Background: an optimization exercise with open tools, aiming at small area. Do not read the settings as production practice.
RTL that was checked went through simulation tests only; none was proved equivalent to the original.
Power figures rest on the tool's default switching activity, not on a simulated workload.

==> flow/design.v (excerpt) <==
module apb_i2c_master #(
  parameter int APB_ADDR_WIDTH = 8,
  parameter int CLK_DIV_WIDTH  = 16
) (
  input  logic                      pclk,
  input  logic                      presetn,
  input  logic [APB_ADDR_WIDTH-1:0] paddr,
  input  logic                      psel,
  input  logic                      penable,
  input  logic                      pwrite,
  input  logic [31:0]               pwdata,
  output logic [31:0]               prdata,
  output logic                      pready,
  output logic                      pslverr,
  input  logic                      scl_i,
  output logic                      scl_o,
  output logic                      scl_oe,
  output logic                      sda_o,
  output logic                      sda_oe,
  input  logic                      sda_i,
  output logic                      irq
);
Settings: LEC_CHECK=0, CAP_MARGIN=20, CORE_MARGIN=2, CORE_UTILIZATION=40, SLEW_MARGIN=20; clock period 10.0 ns.
standard.sh (not shown) runs the stock make flow with config.mk's settings and CLKGATE_MAP_FILE= SYNTH_SCRIPT=/design/flow/synth_recipe.tcl, a recipe that flattens the netlist after the stock synthesis.
==> flow/flow/run.sh <==
#!/bin/bash
set -euo pipefail
export BUFFER_PORTS_ARGS="-buffer_cell sky130_fd_sc_hd__buf_1"
export SKIP_REPAIR_TIE_FANOUT=1
export POST_FLOORPLAN_TCL="$PWD/flow/downsize.tcl"
export CTS_ARGS="-sink_clustering_enable -repair_clock_nets -dont_use_dummy_load -buf_list sky130_fd_sc_hd__clkbuf_4 -root_buf sky130_fd_sc_hd__clkbuf_8 -sink_clustering_size 10 -sink_clustering_max_diameter 60"
bash standard.sh > standard.log 2>&1
==> flow/flow/downsize.tcl <==
# Swap every combinational cell for the smallest cell of the same function
# (same name stem, other drive strength). Registers, tie, tap and clock
# cells are left alone; later repair steps size up whatever timing, slew or
# capacitance needs.
proc my_downsize {} {
  set block [ord::get_db_block]
  set db [ord::get_db]
  set swapped 0
  set saved 0.0
  foreach inst [$block getInsts] {
    set name [[$inst getMaster] getName]
    if { ![regexp {^(sky130_fd_sc_hd__([a-z0-9]+))_([0-9]+)$} $name -> stem fn drv] } { continue }
    if { [regexp {^(df|edf|sdf|dl|conb|tap|fill|decap|clk|lpflow|probe|diode)} $fn] } { continue }
    set cur [get_lib_cells */$name]
    if { $cur == "" } { continue }
    set best $name
    set best_area [get_property $cur area]
    foreach d {0 1 2 3 4 6 8 12 16} {
      set cand "${stem}_$d"
      if { $cand == $name } { continue }
      set lc [get_lib_cells -quiet */$cand]
      if { $lc == "" } { continue }
      if { [get_property $lc dont_use] } { continue }
      set a [get_property $lc area]
      if { $a < $best_area - 1e-6 } {
        set best $cand
        set best_area $a
      }
    }
    if { $best != $name } {
      set saved [expr { $saved + [get_property $cur area] - $best_area }]
      replace_cell [$inst getName] [get_lib_cells */$best]
      incr swapped
    }
  }
  puts "my_downsize: swapped $swapped cells, saved [format %.1f $saved] um2"
}
my_downsize
Rerun with:
==> flow/flow/run.sh (replaced) <==
#!/bin/bash
set -euo pipefail
export BUFFER_PORTS_ARGS="-buffer_cell sky130_fd_sc_hd__buf_1"
export SKIP_REPAIR_TIE_FANOUT=1
export POST_FLOORPLAN_TCL="$PWD/flow/downsize.tcl"
export CTS_ARGS="-sink_clustering_enable -repair_clock_nets -dont_use_dummy_load -buf_list sky130_fd_sc_hd__clkbuf_8 -root_buf sky130_fd_sc_hd__clkbuf_8 -sink_clustering_size 30 -sink_clustering_max_diameter 150"
bash standard.sh > standard.log 2>&1
Effect:
- first-iteration DRC count is unchanged
- design area does not change
- die area stays the same
- non-clock buffer count stays the same
- total power is unchanged
- sequential cell count is unchanged
- setup slack does not change
Function was not checked in any run of this note: the RTL went through the layout flow alone.

========
Another version of the RTL of apb_i2c_master (not shown whole).
Size: ~370 cells after synthesis, ~86 I/O pins, roughly 0.0042 mm² of cells after synthesis.
export LEC_CHECK = 0
export CAP_MARGIN = 20
export CORE_MARGIN = 2
export CORE_UTILIZATION = 65
export GPL_TIMING_DRIVEN = 0
export PLACE_DENSITY = 0.8
export SLEW_MARGIN = 20
create_clock -name core_clock -period 10.0 [get_ports {pclk}]
==> flow/flow/run.sh <==
#!/bin/bash
# Standard ORFS layout (the standard.sh) with:
#  - the standard synthesis, whose combinational logic is then re-mapped for
#    area by Yosys/ABC (registers untouched, see flow/resyn.ys);
#  - the smallest drive strength for every logic cell after floorplan, the
#    later repair steps sizing up what timing, slew or capacitance need;
#  - buf_1 port buffers, one tie cell per level, no dummy clock loads.
set -euo pipefail
W=$PWD
R=$W/orfs/results/sky130hd/apb_i2c_master/base
LIB=$FLOW_HOME/platforms/sky130hd/lib/sky130_fd_sc_hd__tt_025C_1v80.lib
bash standard.sh synth > synth.log 2>&1
cp $R/1_2_yosys.v $W/standard_1_2_yosys.v
DU=""
for c in $(sed -n '/^export DONT_USE_CELLS/,/^$/p' $FLOW_HOME/platforms/sky130hd/config.mk | grep -o 'sky130_fd_sc_hd__[a-z0-9_]*'); do DU="$DU -dont_use $c"; done
# four seeds of the same re-mapping in parallel; the smallest netlist is kept
best=""; best_area=""
for s in 1 2 3 4; do
  sed "s|@SEED@|$s|" flow/resyn.abc.in > $W/resyn_$s.abc
  sed -e "s|@LIB@|$LIB|g" -e "s|@NETLIST@|$W/standard_1_2_yosys.v|" -e "s|@DONTUSE@|$DU|" \
      -e "s|@ABC@|$W/resyn_$s.abc|" -e "s|@OUT@|$W/resyn_$s.v|" -e "s|resyn_stat.txt|resyn_stat_$s.txt|" \
      flow/resyn.ys > $W/resyn_run_$s.ys
  yosys -s $W/resyn_run_$s.ys > resyn_$s.log 2>&1 &
done
wait
for s in 1 2 3 4; do
  a=$(sed -n "/=== apb_i2c_master ===/,/Chip area for module/p" resyn_stat_$s.txt 2>/dev/null | awk '/Chip area/ {print $NF}' || true)
  echo "seed $s: $a" >> resyn_choice.log
  if [[ -n "$a" && -f $W/resyn_$s.v ]] && { [[ -z "$best" ]] || awk -v a="$a" -v b="$best_area" 'BEGIN {exit !(a < b)}'; }; then
    best=$s; best_area=$a
  fi
done
echo "kept seed $best ($best_area)" >> resyn_choice.log
cp $W/resyn_$best.v $R/1_2_yosys.v
touch $R/1_2_yosys.v
export BUFFER_PORTS_ARGS="-buffer_cell sky130_fd_sc_hd__buf_1"
export SKIP_REPAIR_TIE_FANOUT=1
export POST_FLOORPLAN_TCL="$W/flow/downsize.tcl"
export CTS_ARGS="-sink_clustering_enable -repair_clock_nets -dont_use_dummy_load -buf_list sky130_fd_sc_hd__clkbuf_4 -root_buf sky130_fd_sc_hd__clkbuf_8 -sink_clustering_size 10 -sink_clustering_max_diameter 60"
bash standard.sh > standard.log 2>&1
Scripts as last shown in full above: flow/flow/downsize.tcl
Other scripts of this flow, unchanged in this note and not shown: flow/flow/resyn.abc.in, flow/flow/resyn.ys
Then changed:
CORE_UTILIZATION = 75   (was 65)
GPL_TIMING_DRIVEN = default   (was 0)
PLACE_DENSITY = 0.88   (was 0.8)
- non-clock buffer count rose by 2
- clock skew decreases by 0.0078 ns
- count of clock-buffer cells in the layout is unchanged
- die area drops by 13%
- wire length came out higher by about 2.5%
Then changed:
CORE_UTILIZATION = 65   (was 75)
PLACE_DENSITY = 0.8   (was 0.88)
Non-clock buffer count is unchanged; hold slack improves by 0.0048 ns; sequential share of layout area stays flat; wire length went down by 2.2%; flip-flop and latch count is unchanged; utilization went down by 11 points; setup slack degrades by 0.020 ns; total power went down by 0.58%; cell count went up by 1.0%; design area hardly moves; sequential power is about the same.

========
apb_i2c_master, a different RTL version from the one above (not shown whole).
Size: roughly 86 I/O pins.
==> flow/config.mk <==
export PLATFORM = sky130hd
export DESIGN_NAME = apb_i2c_master
export DESIGN_NICKNAME = apb_i2c_master
export VERILOG_FILES = /design/flow/design.v
export SDC_FILE = /design/flow/constraint.sdc
export NUM_CORES = 4
export LEC_CHECK = 0
export CAP_MARGIN = 20
export CORE_MARGIN = 2
export CORE_UTILIZATION = 40
export SLEW_MARGIN = 20
==> flow/constraint.sdc <==
create_clock -name core_clock -period 10.0 [get_ports {pclk}]
set_input_delay 2.0000 -clock core_clock [delete_from_list [all_inputs] [get_ports {pclk}]]
set_output_delay 2.0000 -clock core_clock [all_outputs]
set_load 0.01 [all_outputs]
==> flow/flow/run.sh <==
#!/bin/bash
# Standard ORFS layout (the standard.sh) with:
#  - the standard synthesis, whose combinational logic is then re-mapped for
#    area by Yosys/ABC (registers untouched, see flow/resyn.ys);
#  - the smallest drive strength for every logic cell after floorplan, the
#    later repair steps sizing up what timing, slew or capacitance need;
#  - buf_1 port buffers, one tie cell per level, no dummy clock loads.
set -euo pipefail
W=$PWD
R=$W/orfs/results/sky130hd/apb_i2c_master/base
LIB=$FLOW_HOME/platforms/sky130hd/lib/sky130_fd_sc_hd__tt_025C_1v80.lib
bash standard.sh synth > synth.log 2>&1
cp $R/1_2_yosys.v $W/standard_1_2_yosys.v
DU=""
for c in $(sed -n '/^export DONT_USE_CELLS/,/^$/p' $FLOW_HOME/platforms/sky130hd/config.mk | grep -o 'sky130_fd_sc_hd__[a-z0-9_]*'); do DU="$DU -dont_use $c"; done
sed -e "s|@LIB@|$LIB|g" -e "s|@NETLIST@|$W/standard_1_2_yosys.v|" -e "s|@DONTUSE@|$DU|" \
    -e "s|@ABC@|$W/flow/resyn.abc|" -e "s|@OUT@|$W/resyn_1_2_yosys.v|" flow/resyn.ys > $W/resyn_run.ys
yosys -s $W/resyn_run.ys > resyn.log 2>&1
cp $W/resyn_1_2_yosys.v $R/1_2_yosys.v
touch $R/1_2_yosys.v
export BUFFER_PORTS_ARGS="-buffer_cell sky130_fd_sc_hd__buf_1"
export SKIP_REPAIR_TIE_FANOUT=1
export POST_FLOORPLAN_TCL="$W/flow/downsize.tcl"
export CTS_ARGS="-sink_clustering_enable -repair_clock_nets -dont_use_dummy_load -buf_list sky130_fd_sc_hd__clkbuf_4 -root_buf sky130_fd_sc_hd__clkbuf_8 -sink_clustering_size 10 -sink_clustering_max_diameter 60"
bash standard.sh > standard.log 2>&1
==> flow/flow/resyn.abc <==
strash
dc2
&get -n
&dch -f
&nf -R 1000 -a
&put
strash
dc2
&get -n
&dch -f
&nf -R 1000 -a
&put
==> flow/flow/resyn.ys <==
# Re-map the standard synthesis's logic for area. The registers and tie
# cells are kept as they are (same instances, names and cell types); only
# the combinational cells between them are re-mapped.
read_liberty -ignore_miss_func @LIB@
read_verilog @NETLIST@
hierarchy -top apb_i2c_master
setattr -mod -set keep_hierarchy 1 sky130_fd_sc_hd__df* sky130_fd_sc_hd__edf* sky130_fd_sc_hd__conb*
flatten
delete t:$scopeinfo
opt -purge
abc -liberty @LIB@ @DONTUSE@ -script @ABC@
tee -o resyn_stat.txt stat -liberty @LIB@
# the mapped cells as the library's black boxes again
read_liberty -lib -overwrite @LIB@
setundef -zero
splitnets
opt_clean -purge
hilomap -singleton -hicell sky130_fd_sc_hd__conb_1 HI -locell sky130_fd_sc_hd__conb_1 LO
opt_clean -purge
check -assert
write_verilog -noattr -nohex -nodec @OUT@
Scripts as last shown in full above: flow/flow/downsize.tcl
Change:
==> flow/flow/run.sh (replaced) <==
#!/bin/bash
set -euo pipefail
export BUFFER_PORTS_ARGS="-buffer_cell sky130_fd_sc_hd__buf_1"
export SKIP_REPAIR_TIE_FANOUT=1
export POST_FLOORPLAN_TCL="$PWD/flow/downsize.tcl"
export CTS_ARGS="-sink_clustering_enable -repair_clock_nets -dont_use_dummy_load -buf_list sky130_fd_sc_hd__clkbuf_4 -root_buf sky130_fd_sc_hd__clkbuf_8 -sink_clustering_size 10 -sink_clustering_max_diameter 60"
bash standard.sh > standard.log 2>&1
removed: flow/flow/resyn.abc
removed: flow/flow/resyn.ys
Cell area rose by 8.1%.
Global-route usage fell by 0.55 points.
Clock power barely changes.
Combinational power goes up to 11 times its value.
Setup slack gets worse by 0.36 ns.

-- re-timing with driven ports --
No port has a modelled driver above. Below, the same layouts with a new extraction and two added sets of constraints.
Step 1 assumes that a clkbuf_16 drives the clock port and a buf_2 every other input.
Step 2, shift: input delay + t, output delay - t, t = (earliest + latest rising clock arrival at the registers) / 2. This alone moves slack from input paths to output paths.
a / b / c = ideal ports / drivers / drivers and shift; a / b = the first two.
run | t, ns | setup slack, ns | hold slack, ns
the first run of note 1 | 0.414 | 3.795 / 3.769 / 3.769 | 0.366 / 0.366 / 0.366
the second run of note 1 | 0.414 | 3.795 / 3.769 / 3.769 | 0.366 / 0.366 / 0.366
the first run of note 2 | 0.386 | 4.062 / 4.043 / 4.043 | 0.349 / 0.349 / 0.349
the second run of note 2 | 0.390 | 4.034 / 4.011 / 4.011 | 0.378 / 0.378 / 0.378
the third run of note 2 | 0.387 | 4.014 / 3.989 / 3.989 | 0.383 / 0.383 / 0.383
the first run of note 3 | 0.401 | 4.130 / 4.108 / 4.108 | 0.364 / 0.364 / 0.364
the second run of note 3 | 0.395 | 3.771 / 3.750 / 3.750 | 0.370 / 0.370 / 0.370
After both steps setup and hold are still met in every run listed.
